Source: an optimization exercise on an open RTL-to-GDS flow (aim: small area and a short achievable clock period). Production flows keep margins and buffers that such runs may drop. Function was checked by simulation only, so behaviour that the tests miss may differ from the original. Power figures rest on the tool's default switching activity, not on a simulated workload.

==> flow/design.v (excerpt) <==
module mod_cpu (
    input logic clk_i,
    input logic rst_i,
    output logic [31:0] register_a0,
    output logic [31:0] wb_adr_o,
    input logic [31:0] wb_dat_i,
    output logic [31:0] wb_dat_o,
    output logic wb_we_o,
    output logic [3:0] wb_sel_o,
    output logic wb_stb_o,
    input logic wb_ack_i,
    output logic wb_cyc_o
);
  logic mem_stall, ex_stall, if_stall_req, lw_hazard;
  logic pc_stall;   
  logic ex_branch_taken;
  logic [32-1:0] ex_target_address;
  logic [32-1:0] pc;
  logic [32-1:0] id_pc;
  logic [28:0] id_instr;   
  logic ex_c_lui, ex_c_auipc, ex_c_jal, ex_c_jalr, ex_c_br, ex_c_load, ex_c_store, ex_c_imm, ex_c_op;
  logic [2:0] ex_funct3;
  logic ex_f7_zero, ex_f7_sub, ex_f7_md;
  logic [32-1:0] ex_reg_1, ex_reg_2, ex_immediate, ex_pc;
  logic [4:0] ex_rs1, ex_rs2, ex_rd;
  logic mem_reg_write_en, mem_load, mem_store;
  logic [2:0] mem_funct3;
  logic [4:0] mem_rd;
  logic [32-1:0] mem_alu_out, mem_reg_2;
  logic wb_reg_write_en;
  logic [4:0] wb_rd;
  logic [32-1:0] wb_value;
  logic ic_busy;
  logic [28:0] ic_readdata;
  logic [32-1:0] ic_readdata_address;
  logic [32-1:0] ic_mem_address;
  logic ic_mem_read, ic_mem_stb;
  logic dc_stb;
  logic [32-1:0] dc_readdata, dc_writedata;
  logic [3:0] dc_byteenable;
  logic [32-1:0] dc_mem_address, dc_mem_writedata;
  logic [3:0] dc_mem_byteenable;
  logic dc_mem_write, dc_mem_read, dc_mem_stb;
  mod_mem_ctrl u_mem_ctrl (
      .clk_i(clk_i),
      .rst_i(rst_i),
      .instruction_address_i(ic_mem_address),
      .instruction_address_stb_i(ic_mem_read),
      .instruction_readdata_stb_o(ic_mem_stb),
      .loadstore_address_i(dc_mem_address),
      .loadstore_read_i(dc_mem_read),
      .loadstore_write_i(dc_mem_write),
  ...
Size in the first run: roughly 18,000 cells after synthesis, roughly 5,400 flip-flops, about 140 I/O pins, about 0.24 mm^2 of cells after synthesis.
Settings: LEC_CHECK=0, CAP_MARGIN=20, CORE_MARGIN=2, CORE_UTILIZATION=50, CTS_BUF_LIST=sky130_fd_sc_hd__clkbuf_16, CTS_CLUSTER_DIAMETER=80, CTS_CLUSTER_SIZE=24, PLACE_DENSITY=0.65, SLEW_MARGIN=20; clock period 20.0 ns.
standard.sh (not shown) runs the stock make flow with config.mk's settings and CLKGATE_MAP_FILE= SYNTH_SCRIPT=/design/flow/synth_recipe.tcl, a recipe that flattens the netlist after the stock synthesis.
==> flow/flow/run.sh <==
#!/bin/bash
# Layout: the standard flow (standard.sh), unchanged except that every
# setup repair (after floorplan, CTS and global routing) aims for a slack
# margin well above zero, and does not clone gates (cloning once overloaded a
# driver past its max slew / max capacitance). The clock period and all
# constraints stay as they are; the margin only makes the resizer shorten the
# critical paths, which lowers the period the layout achieves.
export SETUP_SLACK_MARGIN=14.2
export SKIP_GATE_CLONING=1
bash standard.sh finish > standard.log 2>&1
The starting point finished but failed the layout checks on antenna violations.
Next try:
--- a/flow/design.v
+++ b/flow/design.v
@@ -96,32 +96,32 @@
     input logic c_jal_i,
     input logic c_jalr_i,
     input logic c_br_i,
     input logic c_load_i,
     input logic c_store_i,
     input logic c_imm_i,
     input logic c_op_i,
     input logic [3-1:0] funct3_i,
     input logic f7_zero_i,
     input logic f7_sub_i,
-    input logic f7_md_i,
+    input logic is_md_i,   
     input logic [32-1:0] alu_operand_1_i,
     input logic [32-1:0] alu_operand_2_i,
     output logic [32-1:0] target_address_o,
     output logic branch_taken_o,
     output logic [32-1:0] alu_result_o,
     output logic ex_stb_o
 );
   logic muldiv_stb;
   logic [32-1:0] alu_result, muldiv_data;
   logic is_md;
-  assign is_md = c_op_i && f7_md_i;
+  assign is_md = is_md_i;
   mod_alu u_alu (
       .pc_i(pc_i),
       .alu_operand_1_i(alu_operand_1_i),
       .alu_operand_2_i(alu_operand_2_i),
       .immediate_i(immediate_i),
       .c_lui_i(c_lui_i),
       .c_auipc_i(c_auipc_i),
       .c_jal_i(c_jal_i),
       .c_jalr_i(c_jalr_i),
       .c_br_i(c_br_i),
@@ -686,21 +686,21 @@
 );
   logic mem_stall, ex_stall, if_stall_req, lw_hazard;
   logic pc_stall;   
   logic ex_branch_taken;
   logic [32-1:0] ex_target_address;
   logic [32-1:0] pc;
   logic [32-1:0] id_pc;
   logic [28:0] id_instr;   
   logic ex_c_lui, ex_c_auipc, ex_c_jal, ex_c_jalr, ex_c_br, ex_c_load, ex_c_store, ex_c_imm, ex_c_op;
   logic [2:0] ex_funct3;
-  logic ex_f7_zero, ex_f7_sub, ex_f7_md;
+  logic ex_f7_zero, ex_f7_sub, ex_is_md;
   logic [32-1:0] ex_reg_1, ex_reg_2, ex_immediate, ex_pc;
   logic [4:0] ex_rs1, ex_rs2, ex_rd;
   logic mem_reg_write_en, mem_load, mem_store;
   logic [2:0] mem_funct3;
   logic [4:0] mem_rd;
   logic [32-1:0] mem_alu_out, mem_reg_2;
   logic wb_reg_write_en;
   logic [4:0] wb_rd;
   logic [32-1:0] wb_value;
   logic ic_busy;
@@ -829,49 +829,50 @@
     if (rst_i || lw_hazard || ex_branch_taken) begin
       ex_c_lui     <= 1'b0;
       ex_c_auipc   <= 1'b0;
       ex_c_jal     <= 1'b0;
       ex_c_jalr    <= 1'b0;
       ex_c_br      <= 1'b0;
       ex_c_load    <= 1'b0;
       ex_c_store   <= 1'b0;
       ex_c_imm     <= 1'b0;
       ex_c_op      <= 1'b0;
+      ex_is_md     <= 1'b0;
       ex_funct3    <= '0;
       ex_reg_1     <= '0;
       ex_reg_2     <= '0;
       ex_rs1       <= '0;
       ex_rs2       <= '0;
       ex_rd        <= '0;
     end else if (!(mem_stall || ex_stall)) begin
       ex_c_lui     <= id_c_lui;
       ex_c_auipc   <= id_c_auipc;
       ex_c_jal     <= id_c_jal;
       ex_c_jalr    <= id_c_jalr;
       ex_c_br      <= id_c_br;
       ex_c_load    <= id_c_load;
       ex_c_store   <= id_c_store;
       ex_c_imm     <= id_c_imm;
       ex_c_op      <= id_c_op;
+      ex_is_md     <= id_c_op && id_funct7 == 7'b0000001;
       ex_funct3    <= id_funct3;
       ex_reg_1     <= id_reg_1_fwd;
       ex_reg_2     <= id_reg_2_fwd;
       ex_rs1       <= id_rs1;
       ex_rs2       <= id_rs2_muxed;
       ex_rd        <= id_rd;
     end
   end
   always_ff @(posedge clk_i) begin
     if (!(mem_stall || ex_stall)) begin
       ex_f7_zero   <= id_funct7 == 7'b0000000;
       ex_f7_sub    <= id_funct7 == 7'b0100000;
-      ex_f7_md     <= id_funct7 == 7'b0000001;
       ex_immediate <= id_immediate;
       ex_pc        <= id_pc;
     end
   end
   logic fw1_m, fw2_m, fw1_w, fw2_w;
   logic ex_reg_write_en;
   assign ex_reg_write_en = ex_c_lui || ex_c_auipc || ex_c_imm || ex_c_op || ex_c_load
                            || ex_c_jal || ex_c_jalr;
   function automatic logic [1:0] fw_sel(input logic m_wen, input logic [4:0] m_rd,
                                         input logic w_wen, input logic [4:0] w_rd,
@@ -909,21 +910,21 @@
       .c_jal_i(ex_c_jal),
       .c_jalr_i(ex_c_jalr),
       .c_br_i(ex_c_br),
       .c_load_i(ex_c_load),
       .c_store_i(ex_c_store),
       .c_imm_i(ex_c_imm),
       .c_op_i(ex_c_op),
       .funct3_i(ex_funct3),
       .f7_zero_i(ex_f7_zero),
       .f7_sub_i(ex_f7_sub),
-      .f7_md_i(ex_f7_md),
+      .is_md_i(ex_is_md),
       .alu_operand_1_i(ex_op1),
       .alu_operand_2_i(ex_op2),
       .target_address_o(ex_target_address),
       .branch_taken_o(ex_branch_taken),
       .alu_result_o(ex_alu_result),
       .ex_stb_o(ex_stb)
   );
   always_ff @(posedge clk_i) begin
     if (rst_i || (ex_stall && !mem_stall)) begin
       mem_reg_write_en <= 1'b0;
Effect:
- This time the run ran to the end with no violations
- hold slack gets worse by 0.020 ns
- maximum frequency barely changes
- via count climbs by 1.1%
- routed wire length drops by 0.69%
- synthesized cell count climbs by 0.83%
- combinational power drops by about 2%
- design area drops by 0.78%
- worst setup slack is about the same
- count of clock-buffer cells in the layout drops by 7
- critical path depth drops by 4
- die area climbs by 0.45%
- global-route usage drops by 0.44 points

---

## umber
mod_cpu, a different RTL version from the one above (not shown whole).
Size: about 18000 cells after synthesis, ~5500 flip-flops, about 140 I/O pins.
clock: 20.0 ns
lec_check: 0
cap_margin: 20
core_margin: 2
core_utilization: 50
cts_buf_list: sky130_fd_sc_hd__clkbuf_16
cts_cluster_diameter: 80
cts_cluster_size: 24
place_density: 0.65
slew_margin: 20
Scripts as last shown in full above: flow/flow/run.sh
Input changes introduced in onyx (baseline for comparison: umber):
--- a/flow/design.v
+++ b/flow/design.v
@@ -932,26 +932,27 @@
       .ex_stb_o(ex_stb)
   );
   always_ff @(posedge clk_i) begin
     if (rst_i || (ex_stall && !mem_stall)) begin
       mem_reg_write_en <= 1'b0;
       mem_load         <= 1'b0;
       mem_store        <= 1'b0;
-      mem_funct3       <= '0;
       mem_rd           <= '0;
-      mem_alu_out      <= '0;
-      mem_reg_2        <= '0;
     end else if (!(mem_stall || ex_stall)) begin
       mem_reg_write_en <= ex_reg_write_en;
       mem_load         <= ex_c_load;
       mem_store        <= ex_c_store;
-      mem_funct3       <= ex_funct3;
       mem_rd           <= ex_rd;
-      mem_alu_out      <= ex_alu_result;
-      mem_reg_2        <= ex_op2;
+    end
+  end
+  always_ff @(posedge clk_i) begin
+    if (!(mem_stall || ex_stall)) begin
+      mem_funct3  <= ex_funct3;
+      mem_alu_out <= ex_alu_result;
+      mem_reg_2   <= ex_op2;
     end
   end
   logic [1:0] mem_off;
   assign mem_off = mem_alu_out[1:0];
   always_comb begin
     case (mem_funct3)
       3'b000, 3'b100: dc_byteenable = 4'b0001 << mem_off;
@@ -1012,20 +1013,22 @@
       3'b101: mem_loaded_value = {16'b0, ld_half};
       default: mem_loaded_value = '0;
     endcase
   end
   always_ff @(posedge clk_i) begin
     if (rst_i) begin
       wb_reg_write_en <= 1'b0;
-      wb_rd           <= '0;
-      wb_value        <= '0;
     end else if (!mem_stall) begin
       wb_reg_write_en <= mem_reg_write_en;
-      wb_rd           <= mem_rd;
-      wb_value        <= mem_load ? mem_loaded_value : mem_alu_out;
+    end
+  end
+  always_ff @(posedge clk_i) begin
+    if (!mem_stall) begin
+      wb_rd    <= mem_rd;
+      wb_value <= mem_load ? mem_loaded_value : mem_alu_out;
     end
   end
   assign mem_stall = !dc_stb && (mem_load || mem_store);
   assign ex_stall = !ex_stb;
   assign if_stall_req = ic_busy || id_c_br || id_c_jal || id_c_jalr;
   assign pc_stall = mem_stall || ex_stall || if_stall_req;
 endmodule
==> comparison <==
onyx ran to completion and came out clean on the timing, design-rule and antenna checks. A end point of the critical path of mem_alu_out[3] is what umber shows, while u_mod_ex.u_muldiv.dvs[20] belongs to onyx. Summary of onyx over umber: core utilization dropped 0.34 points; worst reg2reg path depth went up by 9; die height saw little to no change; final net count was more or less identical. umber → onyx: fraction of standard cell area that is sequential moved up, critical path depth moved up, buffering stage count on the worst path with inverters included moved up. onyx against umber: register area went up; met3 track demand over resource in global routing saw a decrease.

-- what the ideal ports hide --
Ports are ideal in the flow. The routed layouts listed here were re-timed in OpenROAD.
Step 1 sets driving cells, clkbuf_16 on the clock port and buf_2 on the other inputs (assumed; they add their load-dependent delay and slew).
Step 2 times the ports against the registers' clock, not the clock port: input delays grow and output delays shrink by t, the midpoint of the rising clock arrivals with the driver on.
Three values: no drivers, after step 1, after step 2; two values: the first two.
run | t, ns | setup slack, ns | worst setup path at the end
the first run of note 1 | 1.130 | 14.058 / 14.029 / 13.000 | input to register
the second run of note 1 | 1.184 | 14.056 / 13.955 / 12.896 | input to register
umber | 1.157 | 13.947 / 13.947 / 12.953 | input to register
onyx | 1.152 | 13.840 / 13.840 / 13.027 | input to register
The setup slack of the second run of note 1, which loses most, moves by -0.101 ns with the drivers and by -1.160 ns with both steps.
